Source: an optimization exercise on an open RTL-to-GDS flow (aim: small area, a short achievable clock period and few clock cycles per item). Production flows keep margins and buffers that such runs may drop.
Where RTL was checked, it was by simulation tests only, not by an equivalence proof against the original.
The RTL of run 1 was laid out without a check of its function.

==> flow/design.v (outline; a module is shown in full before it is edited, if it fits) <==
// module cordic_final: 1344 lines
// module cf_fa: 4 lines
// module cf_ha: 4 lines
module cordic_final (
    input  wire        clk,
    input  wire        rst_n,
    input  wire        start,
    input  wire [31:0] x_in,
    input  wire        func_select,
    output wire        busy,
    output reg         done,
    output wire [32:0] result
);
  // ...
==> flow/flow/run.sh <==
#!/bin/bash
set -euo pipefail
bash standard.sh SETUP_SLACK_MARGIN=8.5 finish > standard_flow.log 2>&1
==> flow/standard.sh <==
#!/bin/bash
# synth_recipe.tcl (not shown) runs the flow's synth.tcl, then flattens the netlist and writes it again
# the make line also repeats each setting of config.mk as NAME=value (left out here)
make -C /OpenROAD-flow-scripts/flow DESIGN_CONFIG=/design/flow/config.mk WORK_HOME=/design/flow/orfs CLKGATE_MAP_FILE= SYNTH_SCRIPT=/design/flow/synth_recipe.tcl "${@:-finish}"
==> flow/config.mk <==
export PLATFORM = sky130hd
export DESIGN_NAME = cordic_final
export DESIGN_NICKNAME = cordic_final
export VERILOG_FILES = /design/flow/design.v
export SDC_FILE = /design/flow/constraint.sdc
export NUM_CORES = 4
export LEC_CHECK = 0
export CAP_MARGIN = 20
export CORE_MARGIN = 2
export CORE_UTILIZATION = 40
export CTS_CLUSTER_DIAMETER = 80
export CTS_CLUSTER_SIZE = 28
export SLEW_MARGIN = 20
==> flow/constraint.sdc <==
create_clock -name core_clock -period 12.0 [get_ports {clk}]
set_input_delay 2.4000 -clock core_clock [delete_from_list [all_inputs] [get_ports {clk}]]
set_output_delay 2.4000 -clock core_clock [all_outputs]
set_load 0.01 [all_outputs]
==> flow_summary_export.csv, run 1 <==
group,metric,value,unit
drt,vias,29100,
drt,post_drt_via_cell_ratio,5.15,
synthesis,syn_area,43800,um^2
cts,clock-root-buffer,"clkbuf_16",
grt,grt_use_met3,2.46,%
synthesis,synth_top_area_share,34.4,%
hold_path,whs_path_depth,0,
layout,design.seq.count,766,
sta,setup-violations-final,0,
layout,drive_above_1_share,5.78,%
place,place_ws,7970,ps
synthesis,synth_xor_area_share,12.3,%
layout,seq_share,32.7,%
layout,largest_reg_flops,35,
floorplanning,start_util,40.3,%
synthesis,synthSimpleGateAreaFrac,10.1,%
layout,largestRegisters,"cma: 35 flops, cmb: 34 flops, Sr: 31 flops",
grt,grt_pass1_vias,29200,
critical_path,cp_common_cell,"buf_6",
grt,use_met1,20.3,%
critical_path,crit_start,"res[14]",
layout,regArea,15500,um^2
synthesis,ys_seq_elements,766,
sta,fmax,275,MHz
drt,wl_met2,43600,um
drt,wl,91100,um
layout,fin_cells,5651,
status,status,"complete, no violations",
grt,busiest_layer,"met2",
critical_path,path_cells,"buf_6, buf_6",
layout,largest_class,"multi-input combinational cells",
==> run 2: changes to the inputs <==
--- a/flow/design.v
+++ b/flow/design.v
@@ -1330,17 +1330,21 @@
     wire [29:0] fp = {fph, 10'd0};
     wire [14:0] rr = fsr_p14 ? fp[28:14] : fp[29:15];
     reg [14:0] res;
     always @(posedge clk) res <= rr;
     reg [0:0] rsa;
     always @(posedge clk) rsa <= fsr_p14 & fp[28];
     reg [0:0] rsb;
     always @(posedge clk) rsb <= fsr_p14 & fp[29];
-    assign result = {{6{rsb}}, {6{rsa}}, {7{res[14]}}, res[13:0]};
+    reg [0:0] rsc;
+    always @(posedge clk) rsc <= fsr_p14 & fp[28] & fp[29];
+    reg [0:0] rsd;
+    always @(posedge clk) rsd <= fsr_p14 & (fp[28] | fp[29]);
+    assign result = {{5{rsd}}, {5{rsc}}, {4{rsb}}, {4{rsa}}, res};
     reg [13:0] vld;
     always @(posedge clk or negedge rst_n) begin
         if (!rst_n) begin vld <= 0; done <= 1'b0; end
         else begin vld <= {vld[12:0], start}; done <= vld[13]; end
     end
 endmodule
 (* keep_hierarchy = "yes", use_dsp = "yes" *)
 module cf_fa (input wire a, input wire b, input wire c, output wire s, output wire co);
==> run 2 against run 1 <==
  * Still clean on timing, DRC and antenna
  * Register-to-register slack worse by 70 ps
  * Setup slack gained 130 ps
  * Synthesized area hardly changed
  * Non-clock buffer count shrank 6
  * Hold slack lost 5.2 ps
==> flow_summary_export.csv, run 2 <==
group,metric,value,unit
cts,cts_sinks,768,
drt,vias,29300,
floorplanning,chipWidth,335,um
critical_path,critPathKind,"reg2out",
status,status,"complete, no violations",
cts,cts_buffers,43,
critical_path,slowest_delay,400,ps
place,gp_congestion,0.934,
grt,grt_pass1_vias,29000,
floorplanning,coreArea,109000,um^2
layout,fin_cells,5669,
cts,clock-root-buffer,"clkbuf_16",
critical_path,cpMaxStageDelayCell,"dfxtp_4",
critical_path,path_cells,"buf_6",
synthesis,yosys-top-cells-count,"dfxtp_1, xnor2_1, ha_1, fa_1, nand2_1",
synthesis,yosys_warnings,1,
sta,max_slew.worst_pin.slew,1130,ps
synthesis,synth_area_leaders,"dfxtp_1, fa_1, ha_1",
sta,skew,29.0,ps
cts,clockBufferDepth,3,
cts,cts_tree,"done",
synthesis,synth.most_common_cell,"dfxtp_1",
synthesis,syn_nets,4993,
sta,fin_ws,8490,ps
floorplanning,start_util,40.2,%
layout,area_growth,7.64,%
synthesis,synth-edff-count,0,
grt,grt.overflow.total,0,
hold_path,whs_path_depth,0,
hold_path,hp-start,"cf_p8[0]",
place,place_ws,8010,ps
critical_path,crit_required,9600,ps
critical_path,critPathMaxFanout,5,
sta,max_slew_margin,23.6,%
synthesis,yosysSeqAreaShare,35.3,%
synthesis,synth_top_area_share,34.5,%
critical_path,crit_buf_inv,1,
layout,most-common-layout-cells,"dfxtp_1, xnor2_1, ha_1",
sta,fmax,285,MHz
grt,grt_pass1_wl,150000,um
sta,fin_setup_tns,0,ps
layout,fill_cells,10500,
cts,cts.reportedPaths.clkPinSlew,90,ps
floorplanning,die_area,112000,um^2
grt,grt_usage,16.2,%
sta,setup-violations-final,0,
synthesis,synth_top_cell_by_area,"dfxtp_1",
drt,avgRoutedWirePerCell,16.0,um
hold_path,hold_end,"cf_p9[0]",
drt,drc,0,
critical_path,reg2reg_to,"ys7[5]",
hold_path,hold_class,"reg2reg",
synthesis,ys_seq_elements,768,
job,maxCapViolCount,0,
floorplanning,ios,71,
drt,drt_first_pass_iters,7,
critical_path,rr_worst_depth,13,
drt,ant_nets,0,
synthesis,synthFlopType,"dfxtp_1",
grt,grt_max_degree,96,
sta,slew_violations,0,
sta,finalCritPeriodShare,29.3,%
layout,top_register,"cma",
drt,wl,90800,um
drt,post_drt_via_cell_ratio,5.17,
grt,antenna_found_initial,0,
layout,multi_input_area,26900,um^2
synthesis,synthDistinctLibCells,74,
layout,final_nets,4908,
layout,largest_reg_flops,35,
layout,drive_above_1_share,4.84,%
layout,antenna_cells,0,
cts,cts_max_level,2,
floorplanning,row_count,121,
floorplanning,fp.dieH,335,um
layout,largestRegisters,"cma: 35 flops, cmb: 34 flops, Sr: 31 flops",
synthesis,syn_inst,4313,
place,hpwl,67100,um
critical_path,r2r-start,"dtq[0]",
cts,insertion_delay,620,ps
critical_path,rrSetupSlack,8540,ps
sta,holdWs,321,ps
sta,hold_viol,0,
sta,rsz0062_at_grt,"yes",
drt,drtIter0Drc,1890,
critical_path,worst_setup_path_end_kind,"primary output",
layout,regArea,15500,um^2
place,portBuffers,53,
critical_path,startpoint_type,"register",
synthesis,async_flop_share,1.95,%
critical_path,cpLargestDelayFamily,"flip-flops",
synthesis,avgSynthCellArea,10.1,um^2
layout,final_common_cell,"dfxtp_1",
synthesis,syn_area,43700,um^2
place,dpl.cell_count,5593,
sta,layout_min_cycle_time,3510,ps
critical_path,cp_data_arrival_time,1110,ps
==> run 2: cell count changes after synthesis, moves of 12 or more <==
cell	before	now
or3_1	11	28
nor2_1	191	219
a31oi_1	28	45
a21oi_1	247	227
o21ai_0	185	197
or2_2	11	23
nand2b_1	43	26
==> run 2: per-stage QoR <==
step,instance area (um^2),util [%]
2_1_floorplan,43700,-
3_3_place_gp,45500,41.8
3_5_place_dp,45500,41.8
4_1_cts,46900,43.1
5_1_grt,47100,43.3
6_report,47100,43.3
==> run 2: worst max-delay path by stage <==
stage | slack, ps | end | cells after the start | from
2_1_floorplan | 8600 | v0r[10] | 4 | func_select
3_3_place_gp | 8060 | v0r[3] | 3 | func_select
3_5_place_dp | 8010 | v0r[6] | 3 | func_select
4_1_cts | 8420 | result[26] | 1 | rsc
5_1_grt | 8370 | stq | 14 | cq[0]
6_report | 8490 | result[26] | 1 | rsc
==> run 2: routing by layer <==
layer / global-route usage (%) / part of all wire (%) / up-vias
li1: - / - / 14600
met1: 20.4 / 44 / 13800
met2: 28.3 / 48 / 699
met3: 1.89 / 4.5 / 185
met4: 5.89 / 3.5 / 0
met5: 0 / 0 / -
==> run 2: timing repair <==
item / CTS / global route
hold buffers: 0 / 0
gates cloned: 0 / 1
setup buffers: 0 / 3
gates resized for setup: 153 / 34
endpoints found under the setup margin: 53 / 46
==> run 2: final cells by class <==
type | instances | area share, %
clock buffer | 45 | 2.39
clock inverter | 27 | 0.925
timing repair buffer | 83 | 1.53
multi-input combinational | 3150 | 57.0
inverter | 181 | 1.45
sequential | 768 | 32.9
timing repair inverter | 1 | 0.0106
tap | 1414 | 3.76
==> run 2: cells by family after synthesis <==
kind of cell	after synthesis	share of synthesized area, %
AND/OR/NAND/NOR	933	10.4
AO/OA/AOI/OAI	917	13.6
buffers and inverters	395	3.55
XOR/XNOR	628	12.6
flip-flops	768	35.3
multiplexers	27	0.741
adder cells (fa/ha/maj)	644	23.8
other	1	0.00857
==> run 2: Yosys stat by module, one instance, submodules excluded <==
module | cells inside | copies in the design | area (um^2)
cordic_final | 4020 | 1 | 37900
cf_fa | 1 | 293 | 20.0
Testbench counts of run 2, summed over its fixed seeds: cycles 2,168, items 2,048.
==> run 3: changes to the inputs <==
==> flow/flow/run.sh (replaced) <==
#!/bin/bash
set -euo pipefail
bash standard.sh SETUP_SLACK_MARGIN=8.4 finish > standard_flow.log 2>&1
==> run 3 against run 2 <==
  * Non-clock buffer count increased by 4
  * Synthesized area did not move
  * Wire length shrank 0.10%
  * Hold slack improved by 5.6 ps
  * Flip-flop and latch count did not move
  * Global-route usage is essentially flat
  * First-iteration DRC count down 9.0%
  * Setup slack worse by 59 ps
  * Clock-buffer cell count is 5 higher
  * Critical endpoint unchanged
==> flow_summary_export.csv, run 3 <==
group,metric,value,unit
layout,fin_util,43.4,%
drt,post_drt_via_cell_ratio,5.14,
layout,antenna_cells,0,
place,portBuffers,53,
job,maxCapViolCount,0,
floorplanning,chipWidth,335,um
cts,cts_hold_buf,0,
sta,finalCritPeriodShare,29.8,%
sta,setup-violations-final,0,
drt,ant_nets,0,
sta,max_slew_margin,29.6,%
sta,max_slew.worst_pin.slew,1060,ps
synthesis,ys_seq_elements,768,
grt,antenna_found_initial,1,
floorplanning,row_count,121,
floorplanning,ios,71,
drt,wl,90700,um
synthesis,avgSynthCellArea,10.1,um^2
synthesis,synth_top_cell_by_area,"dfxtp_1",
critical_path,worst_setup_path_end_kind,"primary output",
place,hpwl,67600,um
floorplanning,coreArea,109000,um^2
sta,fin_setup_tns,0,ps
cts,cts_sinks,768,
critical_path,cp_data_arrival_time,1170,ps
synthesis,syn_nets,4993,
drt,vias,29200,
sta,hold_viol,0,
layout,fill_cells,10400,
hold_path,hold_class,"reg2reg",
place,gp_congestion,0.936,
layout,largestRegisters,"cma: 35 flops, cmb: 34 flops, Sr: 31 flops",
drt,drt_first_pass_iters,6,
critical_path,critPathMaxFanout,3,
drt,avgRoutedWirePerCell,16.0,um
layout,final_nets,4915,
status,status,"complete, no violations",
critical_path,startpoint_type,"register",
sta,skew,28.4,ps
cts,cts_buffers,46,
synthesis,synth.most_common_cell,"dfxtp_1",
layout,largest_reg_flops,35,
layout,fin_area,47200,um^2
critical_path,cp_common_cell,"buf_6",
layout,area_growth,7.83,%
floorplanning,fp.dieH,335,um
synthesis,syn_area,43700,um^2
drt,drtIter0Drc,1720,
critical_path,cpLargestDelayFamily,"flip-flops",
synthesis,yosysSeqAreaShare,35.3,%
grt,grt_pass1_vias,29300,
floorplanning,die_area,112000,um^2
cts,cts.reportedPaths.clkPinSlew,100,ps
layout,final_common_cell,"dfxtp_1",
critical_path,slowest_delay,340,ps
synthesis,yosys_warnings,1,
synthesis,yosys-top-cells-count,"dfxtp_1, xnor2_1, ha_1, fa_1, nand2_1",
synthesis,synth_top_area_share,34.5,%
layout,drive_above_1_share,5.06,%
critical_path,crit_buf_inv,2,
synthesis,synthDistinctLibCells,74,
drt,drc,0,
floorplanning,start_util,40.2,%
place,placed_area,45500,um^2
grt,grt_usage,16.1,%
cts,cts_max_level,2,
cts,clockBufferDepth,3,
sta,layout_min_cycle_time,3570,ps
layout,regArea,15500,um^2
grt,grt_pass1_wl,150000,um
critical_path,cpMaxStageDelayCell,"dfxtp_2",
sta,fmax,280,MHz
synthesis,synth-edff-count,0,
synthesis,synth_area_leaders,"dfxtp_1, fa_1, ha_1",
synthesis,synthFlopType,"dfxtp_1",
layout,multi_input_area,26900,um^2
synthesis,syn_inst,4313,
synthesis,async_flop_share,1.95,%
cts,clock-root-buffer,"clkbuf_16",
layout,most-common-layout-cells,"dfxtp_1, xnor2_1, ha_1",
grt,grt_max_degree,79,
cts,insertion_delay,620,ps
layout,top_register,"cma",
sta,rsz0062_at_grt,"yes",
cts,cts_tree,"done",
critical_path,critPathKind,"reg2out",
sta,slew_violations,0,
critical_path,crit_required,9600,ps
critical_path,path_cells,"buf_6, buf_6",
grt,grt.overflow.total,0,
run 3: worst register-to-register path, delay by kind of cell (launching register included):
| family | cells | cell delay (ps) |
|---|---|---|
| buf+inv | 2 | 900 |
| fa+ha+maj | 1 | 460 |
| simple gates | 2 | 590 |
| flops | 1 | 320 |
| compound gates | 4 | 970 |
run 3: final cells by class:
cell class / count / share of cell area [%]
multi-input combinational: 3150 / 56.9
sequential: 768 / 32.8
tap: 1414 / 3.75
clock buffer: 50 / 2.63
timing repair buffer: 87 / 1.48
inverter: 181 / 1.45
clock inverter: 30 / 0.947
timing repair inverter: 1 / 0.0106
run 3: stage by stage:
step	setup slack (ps)	hold WS, ps	instances
floorplan	8410	310	4313
global placement	8050	310	5597
detailed placement	8040	312	5598
CTS	8300	324	5680
global route	8310	327	5681
finish	8430	326	5681
run 3: Yosys stat by module (local to each module, per instance):
module        flops+latches  area, um^2  cells
cordic_final            768       37900   4020
cf_fa                     0        20.0      1
run 3: cell families after synthesis:
logic type | share of synthesized area, %
buffers and inverters | 3.55
multiplexers | 0.741
adder cells (fa/ha/maj) | 23.8
XOR/XNOR | 12.6
other | 0.00857
flip-flops | 35.3
AO/OA/AOI/OAI | 13.6
AND/OR/NAND/NOR | 10.4
run 3: worst paths after layout:
kind                             from          to  slack (ps)  cells past startpoint
max                               rsc  result[26]        8430                      2
min                        cf_p10[14]  cf_p11[14]         330                      0
max reg2reg                    dtq[2]      xs7[5]        8570                      9
min reg2reg                cf_p10[14]  cf_p11[14]         330                      0
max in group asynchronous       rst_n      vld[0]        9400                      1
min in group asynchronous       rst_n        done        2190                      1
run 3: routing by layer:
layer	share of wire (%)	vias up	track usage, %
met5	0.013	-	0
met1	44	13800	20.3
li1	-	14600	-
met4	3.1	2	5.30
met2	48	657	28.6
met3	4.6	191	1.95
run 3: what timing repair did:
| action | CTS | global route |
|---|---|---|
| endpoints found under the setup margin | 46 | 34 |
| endpoints found under the hold margin | 0 | 0 |
| buffers inserted | 2 | 0 |
| resized for setup | 121 | 29 |
| gates cloned | 0 | 1 |
==> run 4: changes to the inputs <==
==> flow/flow/run.sh (replaced) <==
#!/bin/bash
set -euo pipefail
bash standard.sh SETUP_SLACK_MARGIN=8.65 finish > standard_flow.log 2>&1
==> run 4 against run 3 <==
  * Still clean
  * Flip-flop and latch count did not move
  * Setup slack better by 51 ps
  * Largest cell class unchanged
==> flow_summary_export.csv, run 4 <==
group,metric,value,unit
sta,layout_min_cycle_time,3520,ps
sta,fmax,284,MHz
layout,fill_cells,10400,
synthesis,ys_seq_elements,768,
place,hpwl,67400,um
place,placed_area,45500,um^2
cts,cts_sinks,768,
grt,grt_max_degree,85,
place,gp_congestion,0.926,
layout,fin_area,47000,um^2
drt,avgRoutedWirePerCell,16.1,um
layout,area_growth,7.53,%
drt,wl,91000,um
cts,cts.reportedPaths.clkPinSlew,100,ps
drt,drt_first_pass_iters,5,
synthesis,synth_area_leaders,"dfxtp_1, fa_1, ha_1",
sta,fin_setup_tns,0,ps
synthesis,synth_top_cell_by_area,"dfxtp_1",
floorplanning,row_count,121,
synthesis,synth_top_area_share,34.5,%
floorplanning,die_area,112000,um^2
drt,post_drt_via_cell_ratio,5.14,
cts,insertion_delay,630,ps
floorplanning,coreArea,109000,um^2
synthesis,avgSynthCellArea,10.1,um^2
layout,fin_cells,5666,
floorplanning,start_util,40.2,%
layout,final_common_cell,"dfxtp_1",
drt,ant_nets,0,
job,maxCapViolCount,0,
sta,slew_violations,0,
cts,cts_tree,"done",
grt,grt_usage,16.2,%
critical_path,cp_data_arrival_time,1120,ps
layout,final_nets,4903,
drt,drc,0,
critical_path,crit_required,9600,ps
cts,cts_buffers,42,
drt,drtIter0Drc,1649,
critical_path,path_cells,"buf_6",
sta,setup-violations-final,0,
layout,largest_reg_flops,35,
synthesis,synthDistinctLibCells,74,
synthesis,synth.most_common_cell,"dfxtp_1",
critical_path,cpMaxStageDelayCell,"dfxtp_4",
grt,grt_pass1_wl,150000,um
synthesis,synthFlopType,"dfxtp_1",
status,status,"complete, no violations",
sta,skew,22.4,ps
grt,grt_pass1_vias,29000,
place,dpl.cell_count,5593,
critical_path,slowest_delay,390,ps
synthesis,synth-edff-count,0,
layout,top_register,"cma",
critical_path,startpoint_type,"register",
floorplanning,fp.dieH,335,um
sta,rsz0062_at_grt,"yes",
cts,cts_max_level,2,
synthesis,syn_area,43700,um^2
critical_path,critPathMaxFanout,5,
place,portBuffers,53,
hold_path,hold_class,"reg2reg",
sta,hold_viol,0,
layout,drive_above_1_share,5.74,%
synthesis,yosysSeqAreaShare,35.3,%
floorplanning,chipWidth,335,um
synthesis,async_flop_share,1.95,%
critical_path,worst_setup_path_end_kind,"primary output",
critical_path,crit_buf_inv,1,
synthesis,syn_nets,4993,
floorplanning,ios,71,
critical_path,critPathKind,"reg2out",
layout,antenna_cells,0,
synthesis,syn_inst,4313,
layout,fin_util,43.3,%
synthesis,yosys_warnings,1,
cts,clockBufferDepth,3,
layout,largestRegisters,"cma: 35 flops, cmb: 34 flops, Sr: 31 flops",
grt,antenna_found_initial,0,
sta,max_slew.worst_pin.slew,1060,ps
cts,clock-root-buffer,"clkbuf_16",
critical_path,cpLargestDelayFamily,"flip-flops",
sta,max_slew_margin,29.5,%
synthesis,yosys-top-cells-count,"dfxtp_1, xnor2_1, ha_1, fa_1, nand2_1",
drt,vias,29200,
layout,most-common-layout-cells,"dfxtp_1, xnor2_1, ha_1",
sta,finalCritPeriodShare,29.3,%
cts,cts_hold_buf,0,
grt,grt.overflow.total,0,
[run 4: path summary, 6_finish.rpt]
path	from	end	slack, ps	cells after the start
worst max-delay path	rsc	result[24]	8480	1
max in group asynchronous	rst_n	vld[7]	9440	1
worst max register to register	dtq[2]	xs7[5]	8660	9
worst min-delay path	dqs_p5[1]	dqs_p6[1]	320	0
min in group asynchronous	rst_n	vld[2]	2150	1
worst min register to register	dqs_p5[1]	dqs_p6[1]	320	0
[run 4: Yosys stat by module (local to each module, per instance)]
| module | cell area [um^2] | cells | times used | flip-flops and latches |
|---|---|---|---|---|
| cordic_final | 37900 | 4020 | 1 | 768 |
| cf_fa | 20.0 | 1 | 293 | 0 |
[run 4: final cells by class]
| type | count | area [um^2] | share of cell area (%) |
|---|---|---|---|
| well taps | 1414 | 1770 | 3.76 |
| inverters | 181 | 687 | 1.46 |
| multi-input cells | 3150 | 26900 | 57.2 |
| clock inverters | 27 | 379 | 0.806 |
| repair buffers | 80 | 673 | 1.43 |
| flip-flops and latches | 768 | 15500 | 33.0 |
| clock buffers | 46 | 1100 | 2.33 |
[run 4: what timing repair did]
action / CTS / global route
gates resized for setup: 159 / 71
setup endpoints to repair: 70 / 94
pin swaps: 1 / 3
gates cloned: 0 / 0
buffers inserted: 0 / 0
[run 4: logic make-up (layout without fill, tap and decap cells)]
| logic type | count (synthesis) | count (layout) | synth area share (%) |
|---|---|---|---|
| buf+inv | 395 | 334 | 3.55 |
| other cells | 1 | 1 | 0.00857 |
| xor+xnor | 628 | 628 | 12.6 |
| simple gates | 933 | 933 | 10.4 |
| flops | 768 | 768 | 35.3 |
| fa+ha+maj | 644 | 644 | 23.8 |
| compound gates | 917 | 917 | 13.6 |
| mux | 27 | 27 | 0.741 |
[run 4: routing by layer]
| layer | GRT usage (%) | vias to the layer above | share of wire [%] | routed length [um] |
|---|---|---|---|---|
| li1 | - | 14600 | - | - |
| met1 | 20.5 | 13600 | 44 | 40100 |
| met2 | 28.1 | 772 | 48 | 43500 |
| met3 | 2.00 | 180 | 4.8 | 4390 |
| met4 | 5.97 | 0 | 3.4 | 3090 |
| met5 | 0 | - | 0 | 0 |
[run 4: metrics by stage]
| step | setup slack [ps] | hold slack (ps) |
|---|---|---|
| global placement | 8040 | 310 |
| floorplan | 8670 | 310 |
| finish | 8480 | 319 |
| CTS | 8410 | 308 |
| global route | 8400 | 318 |
| detailed placement | 8020 | 312 |
==> run 5: changes to the inputs <==
--- a/flow/config.mk
+++ b/flow/config.mk
@@ -9,5 +9,5 @@
 export CORE_MARGIN = 2
 export CORE_UTILIZATION = 40
 export CTS_CLUSTER_DIAMETER = 80
-export CTS_CLUSTER_SIZE = 28
+export CTS_CLUSTER_SIZE = 35
 export SLEW_MARGIN = 20
==> run 5 against run 4 <==
  * Register-to-register slack worse by 30 ps
  * Via count is essentially flat
  * Final cell count about the same
  * Fmax decreased by 0.17%
  * Clock skew grew 9.4 ps
  * Critical path depth unchanged
  * Setup slack got worse by 6.1 ps
  * Synthesized cell count stayed put
==> flow_summary_export.csv, run 5 <==
group,metric,value,unit
layout,final_common_cell,"dfxtp_1",
drt,post_drt_via_cell_ratio,5.14,
cts,cts_hold_buf,0,
synthesis,synth_top_cell_by_area,"dfxtp_1",
drt,ant_nets,0,
synthesis,synthSimpleGateAreaFrac,10.4,%
layout,fin_area,47200,um^2
sta,rsz0062_at_grt,"yes",
floorplanning,coreArea,109000,um^2
synthesis,synth_compound_area_share,13.6,%
drt,wl,91100,um
floorplanning,chipWidth,335,um
layout,largest_reg_flops,35,
job,maxCapViolCount,0,
drt,wl_met1,40100,um
synthesis,synth_xor_area_share,12.6,%
synthesis,yosys-top-cells-count,"dfxtp_1, xnor2_1, ha_1, fa_1, nand2_1",
synthesis,synth_top_family_by_area,"adder cells",
critical_path,critPathMaxFanout,5,
critical_path,crit_buf_inv,1,
synthesis,yosysSeqAreaShare,35.3,%
synthesis,async_flop_share,1.95,%
synthesis,ys_seq_elements,768,
cts,cts_tree,"done",
layout,fill_cells,10400,
grt,grt_max_degree,85,
synthesis,synthFlopType,"dfxtp_1",
place,hpwl,67400,um
grt,antenna_found_initial,0,
synthesis,synthAdderAreaFrac,23.8,%
drt,drt_first_pass_iters,5,
floorplanning,ios,71,
synthesis,synth.most_common_cell,"dfxtp_1",
grt,grt_pass1_wl,150000,um
synthesis,synth_top_area_share,34.5,%
cts,cts.reportedPaths.clkPinSlew,110,ps
cts,cts_buffers,41,
layout,most-common-layout-cells,"dfxtp_1, xnor2_1, ha_1",
synthesis,syn_area,43700,um^2
synthesis,synthDistinctLibCells,74,
cts,insertion_delay,620,ps
cts,clockBufferDepth,3,
critical_path,startpoint_type,"register",
synthesis,muxShareOfSynthArea,0.741,%
status,status,"complete, no violations",
drt,drc,0,
grt,grt.overflow.total,0,
place,placed_area,45500,um^2
synthesis,synth-edff-count,0,
layout,fin_cells,5667,
sta,fin_setup_tns,0,ps
cts,cts_max_level,2,
synthesis,synth_area_leaders,"dfxtp_1, fa_1, ha_1",
layout,antenna_cells,0,
sta,fmax,283,MHz
synthesis,syn_inst,4313,
layout,top_register,"cma",
grt,grt_pass1_vias,29000,
floorplanning,row_count,121,
layout,fin_util,43.5,%
synthesis,yosys_warnings,1,
critical_path,path_cells,"buf_6",
sta,max_slew.worst_pin.slew,1050,ps
place,dpl.cell_count,5593,
critical_path,slowest_delay,400,ps
floorplanning,die_area,112000,um^2
drt,wl_met3,4210,um
cts,clock-root-buffer,"clkbuf_16",
drt,drtIter0Drc,1610,
place,gp_congestion,0.926,
sta,setup-violations-final,0,
drt,avgRoutedWirePerCell,16.1,um
critical_path,cp_data_arrival_time,1130,ps
synthesis,syn_nets,4993,
place,portBuffers,53,
drt,routed.top_layer,"met4",
critical_path,critPathKind,"reg2out",
floorplanning,start_util,40.2,%
layout,final_nets,4902,
floorplanning,fp.dieH,335,um
sta,hold_viol,0,
sta,finalCritPeriodShare,29.4,%
layout,drive_above_1_share,5.83,%
layout,largestRegisters,"cma: 35 flops, cmb: 34 flops, Sr: 31 flops",
critical_path,crit_required,9600,ps
cts,cts_sinks,768,
sta,skew,31.8,ps
drt,vias,29100,
critical_path,worst_setup_path_end_kind,"primary output",
critical_path,cpLargestDelayFamily,"flip-flops",
synthesis,avgSynthCellArea,10.1,um^2
critical_path,cpMaxStageDelayCell,"dfxtp_4",
hold_path,hold_class,"reg2reg",
sta,max_slew_margin,29.0,%
drt,wl_met2,43700,um
layout,area_growth,7.97,%
sta,slew_violations,0,
grt,grt_usage,16.2,%
sta,layout_min_cycle_time,3530,ps
[run 5: Yosys stat by module (local to each module, per instance)]
module        cells  copies in the design
cordic_final   4020                     1
cf_fa             1                   293
[run 5: stage by stage]
| stage | worst slack, ps | hold slack, ps |
|---|---|---|
| 6_report | 8470 | 316 |
| 5_1_grt | 8400 | 318 |
| 4_1_cts | 8400 | 309 |
| 3_5_place_dp | 8020 | 312 |
| 3_3_place_gp | 8040 | 310 |
| 2_1_floorplan | 8670 | 310 |
[run 5: cells by family (layout without fill, tap and decap cells)]
| family | Yosys count | after routing |
|---|---|---|
| buffers and inverters | 395 | 335 |
| AOI/OAI and AO/OA | 917 | 917 |
| and+or+nand+nor | 933 | 933 |
| muxes | 27 | 27 |
| DFF | 768 | 768 |
| adders and majority gates | 644 | 644 |
| other | 1 | 1 |
| xor gates and xnor gates | 628 | 628 |
[run 5: repair_timing]
action,4_1_cts,5_1_grt
setup endpoints to repair,72,90
gates cloned,0,0
resized for setup,157,69
pin swaps,2,3
setup buffers,0,0
hold endpoints to repair,0,0
[run 5: layer usage]
metal / vias to the layer above / global-route usage (%)
li1: 14600 / -
met1: 13700 / 20.5
met2: 714 / 28.1
met3: 176 / 1.93
met4: 0 / 6.05
met5: - / 0
[run 5: final cells by class]
cell class,count,area (um^2),area share (%)
clock buffers,43,1050,2.23
clock inverters,31,628,1.33
inverters,181,687,1.45
multi-input cells,3150,26900,57.0
flip-flops and latches,768,15500,32.9
well taps,1414,1770,3.75
repair buffers,80,642,1.36
[run 5: worst paths after layout]
path | from | end | slack, ps | cells after the start
worst max-delay path | rsc | result[24] | 8470 | 1
worst min-delay path | cf_p6[5] | cf_p7[5] | 320 | 0
worst max register to register | dtq[2] | xs7[5] | 8630 | 9
worst min register to register | cf_p6[5] | cf_p7[5] | 320 | 0
max in group asynchronous | rst_n | vld[7] | 9440 | 1
min in group asynchronous | rst_n | vld[2] | 2160 | 1
==> run 6: changes to the inputs <==
--- a/flow/config.mk
+++ b/flow/config.mk
@@ -8,6 +8,7 @@
 export CAP_MARGIN = 20
 export CORE_MARGIN = 2
 export CORE_UTILIZATION = 40
+export CTS_BUF_LIST = sky130_fd_sc_hd__clkbuf_8 sky130_fd_sc_hd__clkbuf_16
 export CTS_CLUSTER_DIAMETER = 80
-export CTS_CLUSTER_SIZE = 35
+export CTS_CLUSTER_SIZE = 22
 export SLEW_MARGIN = 20
==> run 6 against run 5 <==
  * Still clean
  * Clock-buffer cell count grew 10
  * Wire length is essentially flat
  * Hold slack gained 10 ps
  * First-iteration DRC count grew 0.75%
  * Non-clock buffer count is the same
  * Via count grew 0.17%
  * Register-to-register slack is essentially flat
  * Critical endpoint is now result[28]
==> flow_summary_export.csv, run 6 <==
group,metric,value,unit
critical_path,cpLargestDelayFamily,"flip-flops",
drt,drt_first_pass_iters,5,
synthesis,syn_area,43700,um^2
place,portBuffers,53,
synthesis,synth-edff-count,0,
hold_path,whs_path_depth,0,
synthesis,syn_inst,4313,
grt,grt_usage,16.1,%
critical_path,worst_setup_path_end_kind,"primary output",
layout,final_nets,4908,
critical_path,cp_data_arrival_time,1110,ps
sta,hold_viol,0,
drt,vias,29200,
critical_path,slowest_delay,370,ps
synthesis,synth_area_leaders,"dfxtp_1, fa_1, ha_1",
layout,drive_above_1_share,5.74,%
layout,fill_cells,10400,
floorplanning,chipWidth,335,um
floorplanning,fp.dieH,335,um
sta,setup-violations-final,0,
layout,final_common_cell,"dfxtp_1",
critical_path,cpMaxStageDelayCell,"dfxtp_4",
synthesis,yosysSeqAreaShare,35.3,%
floorplanning,die_area,112000,um^2
synthesis,yosys-top-cells-count,"dfxtp_1, xnor2_1, ha_1, fa_1, nand2_1",
sta,skew,19.2,ps
sta,slew_violations,0,
critical_path,crit_buf_inv,1,
synthesis,synthDistinctLibCells,74,
floorplanning,row_count,121,
critical_path,critPathMaxFanout,5,
layout,area_growth,7.74,%
drt,post_drt_via_cell_ratio,5.15,
critical_path,critPathKind,"reg2out",
grt,antenna_found_initial,0,
cts,insertion_delay,610,ps
place,gp_congestion,0.926,
synthesis,synthAdderAreaFrac,23.8,%
hold_path,hold_class,"reg2reg",
cts,cts_sinks,768,
drt,drc,0,
cts,cts_tree,"done",
layout,largestRegisters,"cma: 35 flops, cmb: 34 flops, Sr: 31 flops",
synthesis,synth_top_family_by_area,"adder cells",
synthesis,synthFlopType,"dfxtp_1",
critical_path,path_depth,1,
sta,fmax,285,MHz
grt,grt.overflow.total,0,
place,hpwl,67400,um
place,place_ws,8020,ps
grt,grt_max_degree,85,
sta,layout_min_cycle_time,3510,ps
cts,cts_hold_buf,0,
job,maxCapViolCount,0,
sta,fin_ws,8490,ps
sta,max_slew.worst_pin.slew,1060,ps
synthesis,synth_xor_area_share,12.6,%
critical_path,startpoint_type,"register",
drt,wl,91200,um
critical_path,crit_required,9600,ps
cts,clock-root-buffer,"clkbuf_16",
drt,avgRoutedWirePerCell,16.1,um
critical_path,rr_worst_depth,9,
layout,top_register,"cma",
critical_path,path_cells,"buf_2",
synthesis,yosys_warnings,1,
synthesis,ys_seq_elements,768,
synthesis,synth.most_common_cell,"dfxtp_1",
synthesis,synth_compound_area_share,13.6,%
sta,rsz0062_at_grt,"yes",
cts,cts_setup_buffers,0,
synthesis,synth_top_area_share,34.5,%
drt,ant_nets,0,
floorplanning,ios,71,
synthesis,synthSimpleGateAreaFrac,10.4,%
drt,drtIter0Drc,1622,
synthesis,async_flop_share,1.95,%
layout,regArea,15500,um^2
synthesis,avgSynthCellArea,10.1,um^2
layout,largest_reg_flops,35,
grt,grt_pass1_wl,150000,um
cts,cts.reportedPaths.clkPinSlew,80,ps
cts,cts_max_level,2,
synthesis,muxShareOfSynthArea,0.741,%
synthesis,syn_nets,4993,
layout,antenna_cells,0,
sta,finalCritPeriodShare,29.2,%
layout,multi_input_area,26900,um^2
synthesis,synth_top_cell_by_area,"dfxtp_1",
status,status,"complete, no violations",
cts,cts_buffers,47,
layout,most-common-layout-cells,"dfxtp_1, xnor2_1, ha_1",
grt,grt_pass1_vias,29100,
cts,clockBufferDepth,3,
floorplanning,coreArea,109000,um^2
sta,fin_setup_tns,0,ps
floorplanning,start_util,40.2,%
sta,max_slew_margin,28.8,%
## run 6: cell counts after synthesis
Identical to the previous run, type by type.
## run 6: timing repair
action | 4_1_cts | 5_1_grt
resized for setup | 159 | 70
setup endpoints to repair | 70 | 92
endpoints found under the hold margin | 0 | 0
pin swaps | 2 | 3
## run 6: cells by family after synthesis
| family | count (synthesis) |
|---|---|
| AO/OA/AOI/OAI | 917 |
| flip-flops | 768 |
| AND/OR/NAND/NOR | 933 |
| XOR/XNOR | 628 |
| adder cells (fa/ha/maj) | 644 |
| buffers and inverters | 395 |
| multiplexers | 27 |
| other | 1 |
## run 6: final timing paths
| check | start | end | slack, ps |
|---|---|---|---|
| hold / removal | fsr_p7 | fsr_p8 | 330 |
| hold reg to reg | fsr_p7 | fsr_p8 | 330 |
| min in group asynchronous | rst_n | vld[2] | 2170 |
| max in group asynchronous | rst_n | vld[5] | 9420 |
| setup / recovery | rsd | result[28] | 8490 |
| setup reg to reg | dtq[2] | xs7[5] | 8630 |
## run 6: metal layers
layer  share of wire (%)  wire length, um  up-vias  global-route usage, %
met4                 3.5             3210        0                   6.12
met1                  44            40200    13700                   20.4
met2                  48            43600      718                   28.1
li1                    -                -    14600                      -
met5                   0                0        -                      0
met3                 4.6             4160      189                   1.95
## run 6: area by class of cell
| cell class | count | area share (%) |
|---|---|---|
| inverters | 181 | 1.46 |
| clock inverters | 22 | 0.568 |
| flip-flops and latches | 768 | 32.9 |
| clock buffers | 53 | 2.72 |
| multi-input cells | 3150 | 57.1 |
| repair buffers | 80 | 1.43 |
| well taps | 1414 | 3.75 |
## run 6: metrics by stage
step           cells  hold WS [ps]  instance area, um^2  utilization [%]
6_report        5668           327                47100             43.4
5_1_grt         5668           329                47100             43.4
4_1_cts         5668           321                46900             43.1
3_5_place_dp    5593           312                45500             41.8
3_3_place_gp    5593           310                45500             41.8
2_1_floorplan   4313           310                43800                -
## run 6: Yosys stat by module (local to each module, per instance)
module        area [um^2]  times used  flip-flops and latches  cells inside
cf_fa                20.0         293                       0             1
cordic_final        37900           1                     768          4020
==> run 7: changes to the inputs <==
--- a/flow/config.mk
+++ b/flow/config.mk
@@ -8,7 +8,6 @@
 export CAP_MARGIN = 20
 export CORE_MARGIN = 2
 export CORE_UTILIZATION = 40
-export CTS_BUF_LIST = sky130_fd_sc_hd__clkbuf_8 sky130_fd_sc_hd__clkbuf_16
 export CTS_CLUSTER_DIAMETER = 80
 export CTS_CLUSTER_SIZE = 22
 export SLEW_MARGIN = 20
==> run 7 against run 6 <==
  * Utilization stayed put
  * Non-clock buffer count stayed put
  * Fmax hardly changed
  * Wire length hardly changed
==> flow_summary_export.csv, run 7 <==
group,metric,value,unit
synthesis,yosys_warnings,1,
sta,setup-violations-final,0,
critical_path,path_cells,"buf_2",
synthesis,ys_seq_elements,768,
critical_path,rr_worst_depth,9,
grt,grt_pass1_vias,29100,
synthesis,yosys-top-cells-count,"dfxtp_1, xnor2_1, ha_1, fa_1, nand2_1",
sta,finalCritPeriodShare,29.2,%
synthesis,yosysSeqAreaShare,35.3,%
synthesis,synth_compound_area_share,13.6,%
sta,slew_violations,0,
floorplanning,start_util,40.2,%
synthesis,synthAdderAreaFrac,23.8,%
cts,cts_max_level,2,
synthesis,synth_top_family_by_area,"adder cells",
sta,hold_viol,0,
floorplanning,fp.dieH,335,um
synthesis,synth_top_area_share,34.5,%
layout,top_register,"cma",
synthesis,synth_area_leaders,"dfxtp_1, fa_1, ha_1",
critical_path,critPathMaxFanout,5,
drt,drt_first_pass_iters,5,
floorplanning,die_area,112000,um^2
cts,cts_sinks,768,
grt,grt_pass1_wl,150000,um
critical_path,cp_data_arrival_time,1110,ps
critical_path,path_depth,1,
cts,clockBufferDepth,3,
synthesis,synth_xor_area_share,12.6,%
sta,layout_min_cycle_time,3510,ps
critical_path,crit_required,9600,ps
cts,insertion_delay,610,ps
cts,cts_tree,"done",
synthesis,avgSynthCellArea,10.1,um^2
place,portBuffers,53,
grt,grt.overflow.total,0,
synthesis,syn_area,43700,um^2
layout,fill_cells,10400,
synthesis,muxShareOfSynthArea,0.741,%
grt,grt_usage,16.1,%
layout,multi_input_area,26900,um^2
place,place_ws,8020,ps
drt,ant_nets,0,
synthesis,async_flop_share,1.95,%
drt,wl,91200,um
layout,regArea,15500,um^2
synthesis,syn_inst,4313,
floorplanning,ios,71,
floorplanning,coreArea,109000,um^2
sta,skew,19.3,ps
hold_path,hold_class,"reg2reg",
sta,fmax,285,MHz
sta,rsz0062_at_grt,"yes",
drt,avgRoutedWirePerCell,16.1,um
layout,largestRegisters,"cma: 35 flops, cmb: 34 flops, Sr: 31 flops",
synthesis,synth.most_common_cell,"dfxtp_1",
layout,largest_reg_flops,35,
drt,drtIter0Drc,1620,
layout,final_nets,4908,
status,status,"complete, no violations",
critical_path,startpoint_type,"register",
critical_path,cpLargestDelayFamily,"flip-flops",
sta,fin_setup_tns,0,ps
layout,antenna_cells,0,
critical_path,crit_buf_inv,1,
layout,drive_above_1_share,5.74,%
sta,max_slew_margin,28.8,%
synthesis,synthDistinctLibCells,74,
layout,most-common-layout-cells,"dfxtp_1, xnor2_1, ha_1",
drt,vias,29200,
hold_path,whs_path_depth,0,
synthesis,synth-edff-count,0,
synthesis,synthFlopType,"dfxtp_1",
sta,max_slew.worst_pin.slew,1060,ps
cts,cts.reportedPaths.clkPinSlew,80,ps
critical_path,cpMaxStageDelayCell,"dfxtp_4",
drt,post_drt_via_cell_ratio,5.15,
synthesis,synth_top_cell_by_area,"dfxtp_1",
synthesis,synthSimpleGateAreaFrac,10.4,%
critical_path,critPathKind,"reg2out",
job,maxCapViolCount,0,
synthesis,syn_nets,4993,
critical_path,slowest_delay,370,ps
layout,area_growth,7.74,%
place,gp_congestion,0.926,
place,hpwl,67400,um
floorplanning,chipWidth,335,um
cts,cts_buffers,47,
sta,holdWs,327,ps
drt,drc,0,
cts,clock-root-buffer,"clkbuf_16",
grt,grt_max_degree,85,
critical_path,worst_setup_path_end_kind,"primary output",
floorplanning,row_count,121,
grt,antenna_found_initial,0,
sta,fin_ws,8490,ps
cts,cts_hold_buf,0,
layout,final_common_cell,"dfxtp_1",
[run 7: cell types whose count changed in the layout (fill, tap and decap cells not counted), sizes merged]
cell and change:
inv -3, clkbuf +3
[run 7: modules after synthesis (local to each module, per instance)]
| module | cells | cell area, um^2 |
|---|---|---|
| cordic_final | 4020 | 37900 |
| cf_fa | 1 | 20.0 |
[run 7: through the flow]
step / instances / cell area, um^2 / util, %
after floorplan: 4313 / 43800 / -
after CTS: 5668 / 46900 / 43.1
after global placement: 5593 / 45500 / 41.8
after detailed placement: 5593 / 45500 / 41.8
after global routing: 5668 / 47100 / 43.4
final: 5668 / 47100 / 43.4
[run 7: area by class of cell]
type	count	area share, %
Multi-Input combinational cell	3150	57.1
Tap cell	1414	3.75
Timing Repair Buffer	80	1.43
Clock inverter	19	0.544
Inverter	181	1.46
Clock buffer	56	2.74
Sequential cell	768	32.9
[run 7: cell families (layout without fill, tap and decap cells)]
group           Yosys count  in the layout
xor+xnor                628            628
other cells               1              1
simple gates            933            933
compound gates          917            917
flops                   768            768
buf+inv                 395            336
fa+ha+maj               644            644
mux                      27             27
[run 7: worst paths after layout]
path	startpoint	end	slack [ps]
setup / recovery	rsd	result[28]	8490
hold reg to reg	fsr_p7	fsr_p8	330
hold / removal	fsr_p7	fsr_p8	330
min in group asynchronous	rst_n	vld[2]	2170
max in group asynchronous	rst_n	vld[5]	9420
setup reg to reg	dtq[2]	xs7[5]	8630
[run 7: per-layer routing]
metal,share of wire (%),vias to the layer above,GRT usage (%),routed length (um)
li1,-,14600,-,-
met4,3.5,0,6.12,3210
met1,44,13700,20.4,40200
met2,48,722,28.1,43600
met3,4.6,189,1.95,4160
met5,0,-,0,0
[run 7: timing repair]
action,in CTS,in global routing
setup endpoints to repair,70,92
setup buffers,0,0
gates resized for setup,159,70
pin swaps,2,3
==> run 8: changes to the inputs <==
--- a/flow/config.mk
+++ b/flow/config.mk
@@ -8,6 +8,7 @@
 export CAP_MARGIN = 20
 export CORE_MARGIN = 2
 export CORE_UTILIZATION = 40
-export CTS_CLUSTER_DIAMETER = 80
-export CTS_CLUSTER_SIZE = 22
+export CTS_BUF_LIST = sky130_fd_sc_hd__clkbuf_8
+export CTS_CLUSTER_DIAMETER = 60
+export CTS_CLUSTER_SIZE = 14
 export SLEW_MARGIN = 20
==> run 8 against run 7 <==
  * Die area unchanged
  * Final area grew 0.17%
  * Final cell count up 0.85%
  * Global-route usage increased by 0.13 points
  * Critical endpoint is now result[32]
  * Largest cell class unchanged
  * Highest routed layer unchanged
==> flow_summary_export.csv, run 8 <==
group,metric,value,unit
sta,hold_viol,0,
drt,drt_first_pass_iters,7,
hold_path,whs_path_depth,0,
cts,cts_buffers,77,
sta,max_slew.worst_pin.slew,1060,ps
floorplanning,start_util,40.2,%
sta,layout_min_cycle_time,3610,ps
floorplanning,row_count,121,
synthesis,yosysSeqAreaShare,35.3,%
floorplanning,chipWidth,335,um
synthesis,syn_inst,4313,
grt,grt_max_degree,85,
cts,cts_max_level,3,
synthesis,async_flop_share,1.95,%
drt,wl,91700,um
grt,grt_usage,16.3,%
status,status,"complete, no violations",
grt,grt_pass1_wl,151000,um
layout,area_growth,7.93,%
layout,multi_input_area,26900,um^2
critical_path,crit_required,9600,ps
layout,top_register,"cma",
cts,clockBufferDepth,3,
layout,drive_above_1_share,6.74,%
sta,fmax,277,MHz
sta,slew_violations,0,
grt,grt.overflow.total,0,
critical_path,rrSetupSlack,8660,ps
sta,finalCritPeriodShare,30.1,%
place,portBuffers,53,
layout,fin_area,47200,um^2
synthesis,avgSynthCellArea,10.1,um^2
layout,largestRegisters,"cma: 35 flops, cmb: 34 flops, Sr: 31 flops",
hold_path,hp-start,"dqs_p6[0]",
drt,drc,0,
synthesis,ys_seq_elements,768,
cts,cts_sinks,768,
cts,cts_tree,"done",
floorplanning,coreArea,109000,um^2
cts,clock-root-buffer,"clkbuf_8",
synthesis,synthDistinctLibCells,74,
critical_path,r2r-start,"dtq[2]",
grt,antenna_found_initial,2,
critical_path,worst_setup_path_end_kind,"primary output",
hold_path,hold_class,"reg2reg",
synthesis,synthFlopType,"dfxtp_1",
sta,setup-violations-final,0,
place,placed_area,45500,um^2
critical_path,crit_buf_inv,1,
layout,largest_reg_flops,35,
synthesis,synth.most_common_cell,"dfxtp_1",
sta,fin_ws,8390,ps
layout,fill_cells,10400,
cts,cts_setup_buffers,0,
floorplanning,ios,71,
synthesis,yosys_warnings,1,
cts,cts_hold_buf,0,
hold_path,hold_end,"dqs_p7[0]",
drt,ant_nets,0,
critical_path,slowest_delay,390,ps
layout,final_nets,4938,
synthesis,yosys-top-cells-count,"dfxtp_1, xnor2_1, ha_1, fa_1, nand2_1",
critical_path,reg2reg_to,"xs7[5]",
sta,rsz0062_at_grt,"yes",
critical_path,startpoint_type,"register",
critical_path,critPathMaxFanout,5,
critical_path,rr_worst_depth,9,
synthesis,synth_top_cell_by_area,"dfxtp_1",
floorplanning,fp.dieH,335,um
synthesis,syn_area,43700,um^2
sta,max_slew_margin,29.4,%
critical_path,cpLargestDelayFamily,"flip-flops",
cts,cts.reportedPaths.clkPinSlew,80,ps
layout,most-common-layout-cells,"dfxtp_1, xnor2_1, ha_1",
floorplanning,die_area,112000,um^2
critical_path,cp_data_arrival_time,1210,ps
sta,skew,36.7,ps
layout,final_common_cell,"dfxtp_1",
drt,post_drt_via_cell_ratio,5.14,
layout,fin_cells,5716,
job,maxCapViolCount,0,
critical_path,path_cells,"buf_6",
critical_path,cpMaxStageDelayCell,"dfxtp_4",
place,hpwl,67400,um
synthesis,synth_area_leaders,"dfxtp_1, fa_1, ha_1",
synthesis,synth-edff-count,0,
layout,regArea,15500,um^2
sta,holdWs,319,ps
sta,fin_setup_tns,0,ps
drt,avgRoutedWirePerCell,16.0,um
place,dpl.cell_count,5593,
drt,drtIter0Drc,1614,
critical_path,critPathKind,"reg2out",
grt,grt_pass1_vias,29200,
place,place_ws,8020,ps
place,gp_congestion,0.926,
cts,insertion_delay,720,ps
synthesis,syn_nets,4993,
drt,vias,29400,
synthesis,synth_top_area_share,34.5,%
## run 8: cell counts after synthesis
No cell type changed its count.
## run 8: cell families (layout without fill, tap and decap cells)
kind of cell / after synthesis / count (layout) / synth area share [%]
flip-flops: 768 / 768 / 35.3
multiplexers: 27 / 27 / 0.741
buffers and inverters: 395 / 383 / 3.55
AO/OA/AOI/OAI: 917 / 917 / 13.6
adder cells (fa/ha/maj): 644 / 644 / 23.8
XOR/XNOR: 628 / 628 / 12.6
other: 1 / 2 / 0.00857
AND/OR/NAND/NOR: 933 / 933 / 10.4
## run 8: stage by stage
step | util, %
CTS | 43.2
global placement | 41.8
finish | 43.4
detailed placement | 41.8
floorplan | -
global route | 43.4
## run 8: layout make-up
type                       count  share of cell area (%)
antenna                        1                 0.00530
inverter                     181                    1.45
sequential                   768                    32.9
tap                         1414                    3.75
timing repair buffer          80                    1.41
multi-input combinational   3150                    57.1
clock inverter                36                   0.949
clock buffer                  86                    2.51
## run 8: worst max path at each step
stage / start / cells past startpoint / endpoint / slack (ps)
floorplan: bneg[4] / 7 / mrb[5] / 8670
CTS: rsd / 1 / result[32] / 8300
global route: rsd / 1 / result[31] / 8280
finish: rsd / 1 / result[32] / 8390
global placement: x_in[15] / 3 / v0r[14] / 8040
detailed placement: func_select / 3 / v0r[6] / 8020
## run 8: Yosys stat by module (local to each module, per instance)
module,cells inside,cell area (um^2),times used
cf_fa,1,20.0,293
cordic_final,4020,37900,1
## run 8: what timing repair did
item                                    in CTS  in global routing
resized for setup                          161                 66
endpoints found under the setup margin      67                 85
cloned                                       0                  0
endpoints found under the hold margin        0                  0
pin swaps                                    3                  3
## run 8: routing by layer
layer | track usage (%) | routed length, um | part of all wire (%) | up-vias
met2 | 27.9 | 43500 | 47 | 769
met1 | 20.5 | 40200 | 44 | 13700
met4 | 6.45 | 3370 | 3.7 | 0
li1 | - | - | - | 14700
met5 | 0 | 0 | 0 | -
met3 | 2.48 | 4540 | 5.0 | 200

-- separate check: timing with driven ports --
How much do the figures lean on ideal ports? The routed layouts below were timed once more, with nothing changed but the port constraints.
Step 1 (the two cells are an assumption about what drives the block):
set clk [get_ports {clk}]
set_driving_cell -lib_cell sky130_fd_sc_hd__clkbuf_16 $clk
set_driving_cell -lib_cell sky130_fd_sc_hd__buf_2 [delete_from_list [all_inputs] $clk]
Step 2 moves the port delays by t, midway between the first and last clock arrival at a register: inputs arrive t later, outputs are due t later. That takes back most of the time a late clock gives input paths.
Three values: ideal ports, drivers, drivers and shift; two values: the first two.
| run | t, ns | setup WS [ns] | latest minus earliest clock arrival (ns) | pins driven straight from the clock port |
|---|---|---|---|---|
| run 1 | 0.703 | 8.359 / 8.296 / 8.012 | 0.039 / 0.039 | 1 |
| run 2 | 0.671 | 8.487 / 8.423 / 8.058 | 0.034 / 0.033 | 1 |
| run 3 | 0.661 | 8.428 / 8.369 / 8.054 | 0.031 / 0.031 | 1 |
| run 4 | 0.678 | 8.479 / 8.411 / 8.099 | 0.034 / 0.034 | 1 |
| run 5 | 0.683 | 8.473 / 8.404 / 8.098 | 0.047 / 0.047 | 1 |
| run 6 | 0.665 | 8.492 / 8.430 / 8.094 | 0.022 / 0.021 | 1 |
| run 7 | 0.665 | 8.492 / 8.430 / 8.094 | 0.022 / 0.021 | 1 |
| run 8 | 0.756 | 8.392 / 8.334 / 8.033 | 0.042 / 0.043 | 1 |
After both steps every run listed still meets setup and hold. For run 2, which loses most, drivers alone change the setup slack by -0.064 ns; drivers and shift together by -0.429 ns.
